From an optimization exercise on the open Yosys and OpenROAD flow, aimed at small area; shortcuts taken in it are not production practice. In this exercise RTL edits were held to simulation tests only and were not proved equivalent to the original.

==> inputs of job 953 <==
// HDR_4f
module HDR_4f
#(
  parameter  C_DATA_WIDTH              = 24
)
(
  input  wire                    reset       ,
  input  wire                    clk         ,
  input  wire                    data_in_VS  ,
  input  wire                    data_in_HS  ,
  input  wire                    data_in_DE  ,
  input  wire [C_DATA_WIDTH-1:0] data_in_B   ,
  input  wire [C_DATA_WIDTH-1:0] data_in_MH  ,
  input  wire [C_DATA_WIDTH-1:0] data_in_ML  ,
  input  wire [C_DATA_WIDTH-1:0] data_in_D   ,
  output wire                    data_out_VS ,
  output wire                    data_out_HS ,
  output wire                    data_out_DE ,
  output wire [C_DATA_WIDTH+5:0] data_out
) ;
  localparam TOTAL_DELAY = 40;
  localparam NCOMP       = 22;
  localparam NDLY        = TOTAL_DELAY - NCOMP;
  genvar gi;
  function [11:0] rip11;
    input [10:0] a;
    input [10:0] bb;
    integer i;
    reg cy;
    begin
      cy = 1'b1;
      for (i = 0; i < 11; i = i + 1)
      begin
        rip11[i] = a[i] ^ bb[i] ^ cy;
        cy       = (a[i] & bb[i]) | (a[i] & cy) | (bb[i] & cy);
Settings: LEC_CHECK=0, CAP_MARGIN=20, CORE_MARGIN=2, CORE_UTILIZATION=65, PLACE_DENSITY=0.75, SLEW_MARGIN=20; clock period 5.0 ns.
run.sh (not shown) runs the stock make flow with config.mk's settings and CLKGATE_MAP_FILE= SYNTH_SCRIPT=/design/flow/synth_recipe.tcl, a recipe that flattens the netlist after the stock synthesis.
==> inputs of job 2801, as changes to job 953 <==
CORE_UTILIZATION = 40   (was 65)
PLACE_DENSITY = 0.6   (was 0.75)
==> qor.csv <==
metric;value;unit
final instance area;127000;µm²
# setup viols final;129;
maxcap violations;1;
Worst Setup Slack, final;-0.727;ns
crit path buf inv count;4;
failing layout criteria;max-capacitance violations, max-slew violations, negative setup slack;
r2r setup slk;-0.73;ns
Slew Limit Fails;4;
status;failed layout checks;
(the above is from job 953)
==> qor.csv <==
metric;value;unit
final instance area;129000;µm²
crit path buf inv count;3;
r2r setup slk;0.07;ns
status;timing/DRC/antenna clean;
Slew Limit Fails;0;
via/cell ratio;5.07;
Max Clk Rate;0.203;GHz
CP max stage cell;dfxtp_1;
Worst Setup Slack, final;0.0713;ns
met2 wire length;151;mm
(the above is from job 2801)

==> inputs of v2 <==
Another version of the RTL of HDR_4f (not shown whole).
==> flow/design.v (excerpt) <==
module HDR_4f
#(
  parameter  C_DATA_WIDTH              = 24
)
(
  input  wire                    reset       ,
  input  wire                    clk         ,
  input  wire                    data_in_VS  ,
  input  wire                    data_in_HS  ,
  input  wire                    data_in_DE  ,
  input  wire [C_DATA_WIDTH-1:0] data_in_B   ,
  input  wire [C_DATA_WIDTH-1:0] data_in_MH  ,
  input  wire [C_DATA_WIDTH-1:0] data_in_ML  ,
  input  wire [C_DATA_WIDTH-1:0] data_in_D   ,
  output wire                    data_out_VS ,
  output wire                    data_out_HS ,
  output wire                    data_out_DE ,
  output wire [C_DATA_WIDTH+5:0] data_out
) ;
  localparam TOTAL_DELAY = 40;
  localparam NCOMP       = 22;
  localparam NDLY        = TOTAL_DELAY - NCOMP;
  genvar gi;
  reg [TOTAL_DELAY-1:0] VS_d;
  reg [TOTAL_DELAY-1:0] HS_d;
  reg [TOTAL_DELAY-1:0] DE_d;
  reg [5:0]             rst_cnt;
  wire                  out_ok = rst_cnt[5] & rst_cnt[3];    
  always @(posedge clk)
  begin
    VS_d <= {VS_d[TOTAL_DELAY-2:0], data_in_VS};
    HS_d <= {HS_d[TOTAL_DELAY-2:0], data_in_HS};
    DE_d <= {DE_d[TOTAL_DELAY-2:0], data_in_DE};
  end
  always @(posedge clk or posedge reset)
  begin
    if (reset)
      rst_cnt <= 6'd0;
    else if (!out_ok)
      rst_cnt <= rst_cnt + 6'd1;
  end
  assign data_out_VS = VS_d[TOTAL_DELAY-1] | ~out_ok;
  assign data_out_HS = HS_d[TOTAL_DELAY-1] | ~out_ok;
  assign data_out_DE = DE_d[TOTAL_DELAY-1] &  out_ok;
  wire [95:0] ch_in = {data_in_B, data_in_MH, data_in_ML, data_in_D};
  reg  [95:0] ch_1;
  reg  [9:0]  s_B, s_MH, s_ML, s_D;
  always @(posedge clk)
  begin
    ch_1 <= ch_in;
    s_B  <= ch_in[95:88] + ch_in[87:80] + ch_in[79:72];
    s_MH <= ch_in[71:64] + ch_in[63:56] + ch_in[55:48];
    s_ML <= ch_in[47:40] + ch_in[39:32] + ch_in[31:24];
    s_D  <= ch_in[23:16] + ch_in[15:8]  + ch_in[7:0];
  end
  wire [7:0]  wl_B, wl_MH, wl_ML, wl_D;
  weight_lut u_lut_B  (.s(s_B ), .w(wl_B ));
make LEC_CHECK=0 CAP_MARGIN=20 CORE_MARGIN=2 CORE_UTILIZATION=40 CTS_CLUSTER_DIAMETER=80 CTS_CLUSTER_SIZE=26 PLACE_DENSITY=0.6 SLEW_MARGIN=20 SYNTH_HIERARCHICAL=1 SYNTH_MINIMUM_KEEP_SIZE=0 finish   # period 5.0 ns
==> v6 (differences from v2) <==
--- a/flow/design.v
+++ b/flow/design.v
@@ -780,33 +780,34 @@
   assign qb = cy[11];
   assign rn = qb ? t[9:0] : sh[9:0];
 endmodule
 module hdr_nrstep
 (
-  input  wire [10:0] shc,
-  input  wire [7:0]  d,
+  input  wire [10:0] sh,
+  input  wire [7:0]  nd,
   output wire        qb,
   output wire [9:0]  wn
 );
   wire [11:0] cy;
   wire [10:0] t;
-  assign cy[0] = 1'b0;
-  hdr_ha u_ha (.a(shc[0]), .b(d[0]), .s(t[0]), .co(cy[1]));
+  assign cy[0] = 1'b1;
+  assign t[0]  = ~(sh[0] ^ nd[0]);
+  assign cy[1] = sh[0] | nd[0];
   genvar i;
   generate
     for (i = 1; i < 8; i = i + 1)
     begin: g_fa
-      hdr_fa u_fa (.a(shc[i]), .b(d[i]), .c(cy[i]), .s(t[i]), .co(cy[i+1]));
+      hdr_fa u_fa (.a(sh[i]), .b(nd[i]), .c(cy[i]), .s(t[i]), .co(cy[i+1]));
     end
     for (i = 8; i < 11; i = i + 1)
     begin: g_inc
-      assign t[i]    = shc[i] ^ cy[i];
-      assign cy[i+1] = shc[i] & cy[i];
+      assign t[i]    = ~(sh[i] ^ cy[i]);
+      assign cy[i+1] = sh[i] | cy[i];
     end
   endgenerate
-  assign qb = t[10];
-  assign wn = qb ? t[9:0] : shc[9:0];
+  assign qb = ~t[10];
+  assign wn = qb ? t[9:0] : sh[9:0];
 endmodule
 module HDR_4f
 #(
   parameter  C_DATA_WIDTH              = 24
 )
@@ -848,21 +849,17 @@
       rst_cnt <= rst_cnt + 6'd1;
   end
   assign data_out_VS = VS_d[TOTAL_DELAY-1] | ~out_ok;
   assign data_out_HS = HS_d[TOTAL_DELAY-1] | ~out_ok;
   assign data_out_DE = DE_d[TOTAL_DELAY-1] &  out_ok;
-  wire [95:0] ch_in = {data_in_B, data_in_MH, data_in_ML, data_in_D};
-  reg  [95:0] ch_1;
-  reg  [9:0]  s_B, s_MH, s_ML, s_D;
+  reg [95:0] ch_1;
   always @(posedge clk)
-  begin
-    ch_1 <= ch_in;
-    s_B  <= ch_in[95:88] + ch_in[87:80] + ch_in[79:72];
-    s_MH <= ch_in[71:64] + ch_in[63:56] + ch_in[55:48];
-    s_ML <= ch_in[47:40] + ch_in[39:32] + ch_in[31:24];
-    s_D  <= ch_in[23:16] + ch_in[15:8]  + ch_in[7:0];
-  end
+    ch_1 <= {data_in_B, data_in_MH, data_in_ML, data_in_D};
+  wire [9:0]  s_B  = ch_1[95:88] + ch_1[87:80] + ch_1[79:72];
+  wire [9:0]  s_MH = ch_1[71:64] + ch_1[63:56] + ch_1[55:48];
+  wire [9:0]  s_ML = ch_1[47:40] + ch_1[39:32] + ch_1[31:24];
+  wire [9:0]  s_D  = ch_1[23:16] + ch_1[15:8]  + ch_1[7:0];
   wire [7:0]  wl_B, wl_MH, wl_ML, wl_D;
   weight_lut u_lut_B  (.s(s_B ), .w(wl_B ));
   weight_lut u_lut_MH (.s(s_MH), .w(wl_MH));
   weight_lut u_lut_ML (.s(s_ML), .w(wl_ML));
   weight_lut u_lut_D  (.s(s_D ), .w(wl_D ));
@@ -3074,19 +3071,19 @@
   wire [17:0] zm_g_b = {1'b1, zm_g_n154, zm_g_n153, zm_g_n150, zm_g_n147, zm_g_n144, zm_g_n141, zm_g_n138, zm_g_n135, zm_g_n132, zm_g_n129, zm_g_n126, zm_g_n123, zm_g_n120, zm_g_n117, zm_g_n115, ~(a_g[1] & l_a[0]), 1'b1};
   wire [17:0] zm_b_a = {1'b1, ~(a_b[7] & l_a[9]), zm_b_n151, zm_b_n148, zm_b_n145, zm_b_n142, zm_b_n139, zm_b_n136, zm_b_n133, zm_b_n130, zm_b_n127, zm_b_n124, zm_b_n121, zm_b_n118, zm_b_n116, ~(a_b[2] & l_a[0]), ~(a_b[0] & l_a[1]), ~(a_b[0] & l_a[0])};
   wire [17:0] zm_b_b = {1'b1, zm_b_n154, zm_b_n153, zm_b_n150, zm_b_n147, zm_b_n144, zm_b_n141, zm_b_n138, zm_b_n135, zm_b_n132, zm_b_n129, zm_b_n126, zm_b_n123, zm_b_n120, zm_b_n117, zm_b_n115, ~(a_b[1] & l_a[0]), 1'b1};
   localparam NRW = 3*30 + 11;
   wire [NRW-1:0] nr_st [0:10];
-  wire [17:0] zp_r = zm_r_a + zm_r_b + 18'd1;
-  wire [17:0] zp_g = zm_g_a + zm_g_b + 18'd1;
-  wire [17:0] zp_b = zm_b_a + zm_b_b + 18'd1;
+  wire [17:0] zp_r = ~(zm_r_a + zm_r_b + 18'd1);
+  wire [17:0] zp_g = ~(zm_g_a + zm_g_b + 18'd1);
+  wire [17:0] zp_b = ~(zm_b_a + zm_b_b + 18'd1);
   reg [NRW-1:0] z_12;
   always @(posedge clk)
-    z_12 <= {3'd0, lc_s[17:10],
-             2'b11, zp_b, 10'd0,
-             2'b11, zp_g, 10'd0,
-             2'b11, zp_r, 10'd0};
+    z_12 <= {~{3'd0, lc_s[17:10]},
+             2'd0, zp_b, 10'd0,
+             2'd0, zp_g, 10'd0,
+             2'd0, zp_r, 10'd0};
   assign nr_st[0] = z_12;
   generate
     for (gi = 1; gi <= 10; gi = gi + 1)
     begin: g_nr
       wire [NRW-1:0] cur = nr_st[gi-1];
@@ -3100,11 +3097,11 @@
         wire [9:0]  zl  = st[19:10];
         wire [9:0]  q   = st[9:0];
         wire [10:0] sh  = {win, zl[9]};
         wire        qb;
         wire [9:0]  wn;
-        hdr_nrstep u_step (.shc(sh), .d(nd[7:0]), .qb(qb), .wn(wn));
+        hdr_nrstep u_step (.sh(sh), .nd(nd[7:0]), .qb(qb), .wn(wn));
         assign nxt[30*c+29 -: 30] = {wn, zl[8:0], 1'b0, q[8:0], qb};
       end
       assign nxt[NRW-1 -: 11] = nd;
       reg [NRW-1:0] r;
       always @(posedge clk) r <= nxt;
==> run summary <==
metric	v6	v2
Number of DRC violations after detailed-routing iteration 0	4,173	4,643
Initial core utilization	40.2%	40.2%
Arrival time at the worst endpoint	5.57 ns	5.60 ns
Outcome	finished clean	finished clean
Post-CTS Setup Inserts	1	2
Sink Count	2,280	2,320
Layout clock buffer count	118	123
Sequential cell area in the final layout	45,700 um2	46,500 um2
Number of cells after detailed placement	12.2k	11.9k
Count of multi-input gates	5,241	5,284
Antenna diodes	2	7
Fraction of layout instances using a drive strength above 1	16.5%	13.8%
# fillers	23.6k	23.7k
First-pass GRT wire length	404,000 um	409,000 um
Length of routed met2 wiring	120,000 um	125,000 um

[separate check: timing with driven ports]
The flow's constraints put no driver on any port. The routed layouts listed below were extracted and timed again, unchanged, in two steps.
Step 1 (the two cells are an assumption about what drives the block):
set clk [get_ports {clk}]
set_driving_cell -lib_cell sky130_fd_sc_hd__clkbuf_16 $clk
set_driving_cell -lib_cell sky130_fd_sc_hd__buf_2 [delete_from_list [all_inputs] $clk]
Step 2, shift: input delay + t, output delay - t, t = (earliest + latest rising clock arrival at the registers) / 2. This alone moves slack from input paths to output paths.
a / b / c = no drivers / after step 1 / after step 2; a / b = the first two.
run | t (ns) | slack for setup (ns) | hold WS [ns] | slew at the worst register clock pin (ns)
job 953 | 0.970 | -0.727 / -0.727 / -0.727 | 0.284 / 0.252 / 0.284 | 0.11 / 0.11
job 2801 | 0.946 | 0.071 / 0.071 / 0.071 | 0.257 / 0.257 / 0.257 | 0.07 / 0.07
v2 | 0.918 | 0.095 / 0.095 / 0.095 | 0.284 / 0.284 / 0.284 | 0.10 / 0.10
v6 | 0.891 | 0.129 / 0.129 / 0.129 | 0.301 / 0.299 / 0.301 | 0.11 / 0.11
